Context: an optimization exercise on an open-source flow, tuned for small area. The choices shown serve that exercise and are no tape-out recipe. Function was checked by simulation only, so behaviour that the tests miss may differ from the original. Power is estimated from default activity; no workload was simulated.

==> 05-17 <==
## ALU_top
module ALU_top (
    input  wire        clk,
    input  wire [31:0] operand1,
    input  wire [31:0] operand2,
    input  wire [2:0]  opcode,
    input  wire        is_signed,
    output reg  [31:0] alu_res
);
    reg [31:0] op1_q, op2_q;
    reg [2:0]  opc_q;
    reg        sgn_q;
    wire [31:0] res;
    always @(posedge clk) begin
        op1_q   <= operand1;
        op2_q   <= operand2;
        opc_q   <= opcode;
        sgn_q   <= is_signed;
        alu_res <= res;
    end
    ALU u_alu (
        .operand1(op1_q),
        .operand2(op2_q),
        .alu_res(res),
        .opcode(opc_q),
        .is_signed(sgn_q)
    );
endmodule
clock: 4.5 ns
lec_check: 0
cap_margin: 20
core_margin: 2
core_utilization: 45
cts_buf_list: sky130_fd_sc_hd__clkbuf_8
slew_margin: 20
standard.sh (not shown) runs the stock make flow with config.mk's settings and CLKGATE_MAP_FILE= SYNTH_SCRIPT=/design/flow/synth_recipe.tcl, a recipe that flattens the netlist after the stock synthesis.
==> flow/flow/run.sh <==
#!/bin/bash
# Own flow: the ALU is written as a netlist of cell models (ALU_<cell>, see gen/).
# Swap each model for the sky130 cell of the same function and pins, then run the
# standard ORFS flow on that design, with plain buf_1 cells as the port buffers.
set -euo pipefail
cd "$(dirname "$0")/.."
DESIGN=${FLOW_DESIGN:-$PWD/design.v}
sed -e '/CELL MODELS BEGIN/,/CELL MODELS END/d' \
    -e 's/^\(\s*\)ALU_\([a-z0-9]*\) /\1sky130_fd_sc_hd__\2_1 /' "$DESIGN" > "$PWD/mapped.v"
grep -c 'sky130_fd_sc_hd__' "$PWD/mapped.v" > map.log
bash standard.sh VERILOG_FILES="$PWD/mapped.v" \
    BUFFER_PORTS_ARGS="-buffer_cell sky130_fd_sc_hd__buf_1" \
    finish > standard.log 2>&1
==> inputs of 04-16, as changes to 05-17 <==
--- a/flow/flow/run.sh
+++ b/flow/flow/run.sh
@@ -2,5 +2,6 @@
 # Own flow: the ALU is written as a netlist of cell models (ALU_<cell>, see gen/).
 # Swap each model for the sky130 cell of the same function and pins, then run the
-# standard ORFS flow on that design, with plain buf_1 cells as the port buffers.
+# standard ORFS flow on that design, with plain buf_1 cells as the port buffers and
+# a clock tree of clkbuf_8 without dummy loads.
 set -euo pipefail
 cd "$(dirname "$0")/.."
@@ -11,3 +12,4 @@
 bash standard.sh VERILOG_FILES="$PWD/mapped.v" \
     BUFFER_PORTS_ARGS="-buffer_cell sky130_fd_sc_hd__buf_1" \
+    CTS_ARGS="-sink_clustering_enable -repair_clock_nets -dont_use_dummy_load -buf_list sky130_fd_sc_hd__clkbuf_8" \
     finish > standard.log 2>&1
--- a/flow/config.mk
+++ b/flow/config.mk
@@ -6,7 +6,7 @@
 export NUM_CORES = 4
 export LEC_CHECK = 0
-export CAP_MARGIN = 20
+export CAP_MARGIN = 0
 export CORE_MARGIN = 2
 export CORE_UTILIZATION = 45
-export CTS_BUF_LIST = sky130_fd_sc_hd__clkbuf_8
-export SLEW_MARGIN = 20
+export GPL_TIMING_DRIVEN = 0
+export SLEW_MARGIN = 0
==> inputs of 06-04, as changes to 05-17 <==
--- a/flow/flow/run.sh
+++ b/flow/flow/run.sh
@@ -2,5 +2,6 @@
 # Own flow: the ALU is written as a netlist of cell models (ALU_<cell>, see gen/).
 # Swap each model for the sky130 cell of the same function and pins, then run the
-# standard ORFS flow on that design, with plain buf_1 cells as the port buffers.
+# standard ORFS flow on that design, with plain buf_1 cells as the port buffers and
+# a clock tree of clkbuf_8 without dummy loads.
 set -euo pipefail
 cd "$(dirname "$0")/.."
@@ -11,3 +12,4 @@
 bash standard.sh VERILOG_FILES="$PWD/mapped.v" \
     BUFFER_PORTS_ARGS="-buffer_cell sky130_fd_sc_hd__buf_1" \
+    CTS_ARGS="-sink_clustering_enable -repair_clock_nets -dont_use_dummy_load -buf_list sky130_fd_sc_hd__clkbuf_8" \
     finish > standard.log 2>&1
--- a/flow/config.mk
+++ b/flow/config.mk
@@ -8,5 +8,5 @@
 export CAP_MARGIN = 20
 export CORE_MARGIN = 2
-export CORE_UTILIZATION = 45
-export CTS_BUF_LIST = sky130_fd_sc_hd__clkbuf_8
+export CORE_UTILIZATION = 65
+export GPL_TIMING_DRIVEN = 0
 export SLEW_MARGIN = 20
==> inputs of 08-03, as changes to 05-17 <==
--- a/flow/flow/run.sh
+++ b/flow/flow/run.sh
@@ -2,5 +2,6 @@
 # Own flow: the ALU is written as a netlist of cell models (ALU_<cell>, see gen/).
 # Swap each model for the sky130 cell of the same function and pins, then run the
-# standard ORFS flow on that design, with plain buf_1 cells as the port buffers.
+# standard ORFS flow on that design, with plain buf_1 cells as the port buffers and
+# a clock tree of clkbuf_8 without dummy loads.
 set -euo pipefail
 cd "$(dirname "$0")/.."
@@ -11,3 +12,4 @@
 bash standard.sh VERILOG_FILES="$PWD/mapped.v" \
     BUFFER_PORTS_ARGS="-buffer_cell sky130_fd_sc_hd__buf_1" \
+    CTS_ARGS="-sink_clustering_enable -repair_clock_nets -dont_use_dummy_load -buf_list sky130_fd_sc_hd__clkbuf_8" \
     finish > standard.log 2>&1
--- a/flow/config.mk
+++ b/flow/config.mk
@@ -9,4 +9,4 @@
 export CORE_MARGIN = 2
 export CORE_UTILIZATION = 45
-export CTS_BUF_LIST = sky130_fd_sc_hd__clkbuf_8
+export GPL_TIMING_DRIVEN = 0
 export SLEW_MARGIN = 20
==> comparison table <==
quantity                                                                      04-16        08-03        06-04        05-17
Area of the core region                                                  0.0115 mm²   0.0115 mm²  0.00809 mm²   0.0115 mm²
Outcome                                            no timing/DRC/antenna violations  no timing/DRC/antenna violations  no timing/DRC/antenna violations  no timing/DRC/antenna violations
Growth of design area from synthesis to finish                                15.1%        15.5%        14.6%        17.0%
Leakage dissipation                                                         2.33 nW      2.34 nW      2.34 nW      2.41 nW
Non-clock buffers                                                               106          106          107          117
Met1 usage                                                                    40.5%        39.9%        50.6%        39.4%
Iteration count of the initial detailed-routing pass                             17           17            8           25
Non-Filler Cell Area, Final                                             0.00615 mm²  0.00617 mm²  0.00613 mm²  0.00625 mm²
Detailed placement HPWL                                                    13700 µm     13800 µm     12900 µm     14300 µm
Setup slack of the critical path after layout                              0.247 ns     0.373 ns     0.147 ns     0.258 ns
Count of routing violations after the opening detailed-route iteration          853          810          968          778
Critical-path maximum fanout                                                     26           20            9            8
R2r worst-path depth                                                             14           19           17           19
Power dissipated in sequential cells                                        1.03 mW      1.02 mW      1.03 mW      1.00 mW
Fraction of area in multi-input gates                                         54.1%        54.0%        54.6%        52.7%
Post-Place Setup Slack                                                     -1.56 ns    -0.937 ns     -1.10 ns     0.426 ns

---

==> run a: inputs <==
Starting RTL as in the previous note.
clock: 4.5 ns
lec_check: 0
cap_margin: 20
core_margin: 2
core_utilization: 45
slew_margin: 20
==> flow/flow/run.sh <==
#!/bin/bash
# Own flow: the ALU is written as a netlist of cell models (ALU_<cell>, see gen/).
# Swap each model for the sky130 cell of the same function and pins, then run the
# standard ORFS flow on that design. Everything else is the standard layout.
set -euo pipefail
cd "$(dirname "$0")/.."
DESIGN=${FLOW_DESIGN:-$PWD/design.v}
sed -e '/CELL MODELS BEGIN/,/CELL MODELS END/d' \
    -e 's/^\(\s*\)ALU_\([a-z0-9]*\) /\1sky130_fd_sc_hd__\2_1 /' "$DESIGN" > "$PWD/mapped.v"
grep -c 'sky130_fd_sc_hd__' "$PWD/mapped.v" > map.log
bash standard.sh VERILOG_FILES="$PWD/mapped.v" finish > standard.log 2>&1
==> run b: changes against run a <==
==> flow/flow/run.sh (replaced) <==
#!/bin/bash
# Own flow: the ALU is written as a netlist of cell models (ALU_<cell>, see gen/).
# Swap each model for the sky130 cell of the same function and pins, then run the
# standard ORFS flow on that design, with plain buf_1 cells as the port buffers and
# a clock tree of clkbuf_8 without dummy loads.
set -euo pipefail
cd "$(dirname "$0")/.."
DESIGN=${FLOW_DESIGN:-$PWD/design.v}
sed -e '/CELL MODELS BEGIN/,/CELL MODELS END/d' \
    -e 's/^\(\s*\)ALU_\([a-z0-9]*\) /\1sky130_fd_sc_hd__\2_1 /' "$DESIGN" > "$PWD/mapped.v"
grep -c 'sky130_fd_sc_hd__' "$PWD/mapped.v" > map.log
bash standard.sh VERILOG_FILES="$PWD/mapped.v" \
    BUFFER_PORTS_ARGS="-buffer_cell sky130_fd_sc_hd__buf_1" \
    CTS_ARGS="-sink_clustering_enable -repair_clock_nets -dont_use_dummy_load -buf_list sky130_fd_sc_hd__clkbuf_8" \
    finish > standard.log 2>&1
==> notes.md <==
metric	run b	run a
Result of the run	complete, no violations	complete, no violations
Clock share of power	20.1%	29.0%
Wirelength, routed	18500 um	19600 um
Sw frac	34.8%	32.3%
Non-clock buffer count	117	116
Detailed route wirelength on metal2	8260 um	8910 um
Clock skew	13.5 ps	5.96 ps
Vias per cell	6.52	6.60
Final setup margin	245 ps	385 ps
Switching component of the power	765 uW	850 uW
Met2 track utilization from global routing	43.4%	47.8%
Setup slack of the worst register-to-register path	250 ps	380 ps
Internal Dissipation	1440 uW	1780 uW
Filler instances	1092	1032
Total power per unit cell area	357 mW/mm2	377 mW/mm2
Hold/Removal Path Class	primary input to flop	flop to flop
Clk pwr	442 uW	763 uW
Clock distribution area overhead in the final layout	2.01%	4.20%
Worst Hold Depth	1	3
Data buffer area share	8.15%	16.3%

[separate check: timing with driven ports]
The results above use ideal ports. As a check the final layouts listed here were re-extracted and re-timed, cells and wires unchanged.
Step 1 assumes that a clkbuf_16 drives the clock port and a buf_2 every other input.
Step 2 adds t to the input delays and takes it off the output delays; t is the mean of the earliest and latest rising clock arrival at the registers after step 1. Input paths then give back, and output paths get back, about the clock's delay inside the block.
Three values: no drivers, after step 1, after step 2; two values: the first two.
run | t, ns | setup WS [ns] | hold WS [ns]
05-17 | 0.414 | 0.258 / 0.258 / 0.258 | 0.601 / 0.588 / 0.722
04-16 | 0.408 | 0.247 / 0.247 / 0.247 | 0.599 / 0.587 / 0.694
06-04 | 0.388 | 0.147 / 0.147 / 0.147 | 0.606 / 0.595 / 0.686
08-03 | 0.407 | 0.373 / 0.373 / 0.373 | 0.601 / 0.587 / 0.685
run a | 0.392 | 0.385 / 0.385 / 0.385 | 0.704 / 0.704 / 0.704
run b | 0.401 | 0.245 / 0.245 / 0.245 | 0.612 / 0.597 / 0.724
After both steps setup and hold are still met in every run listed.
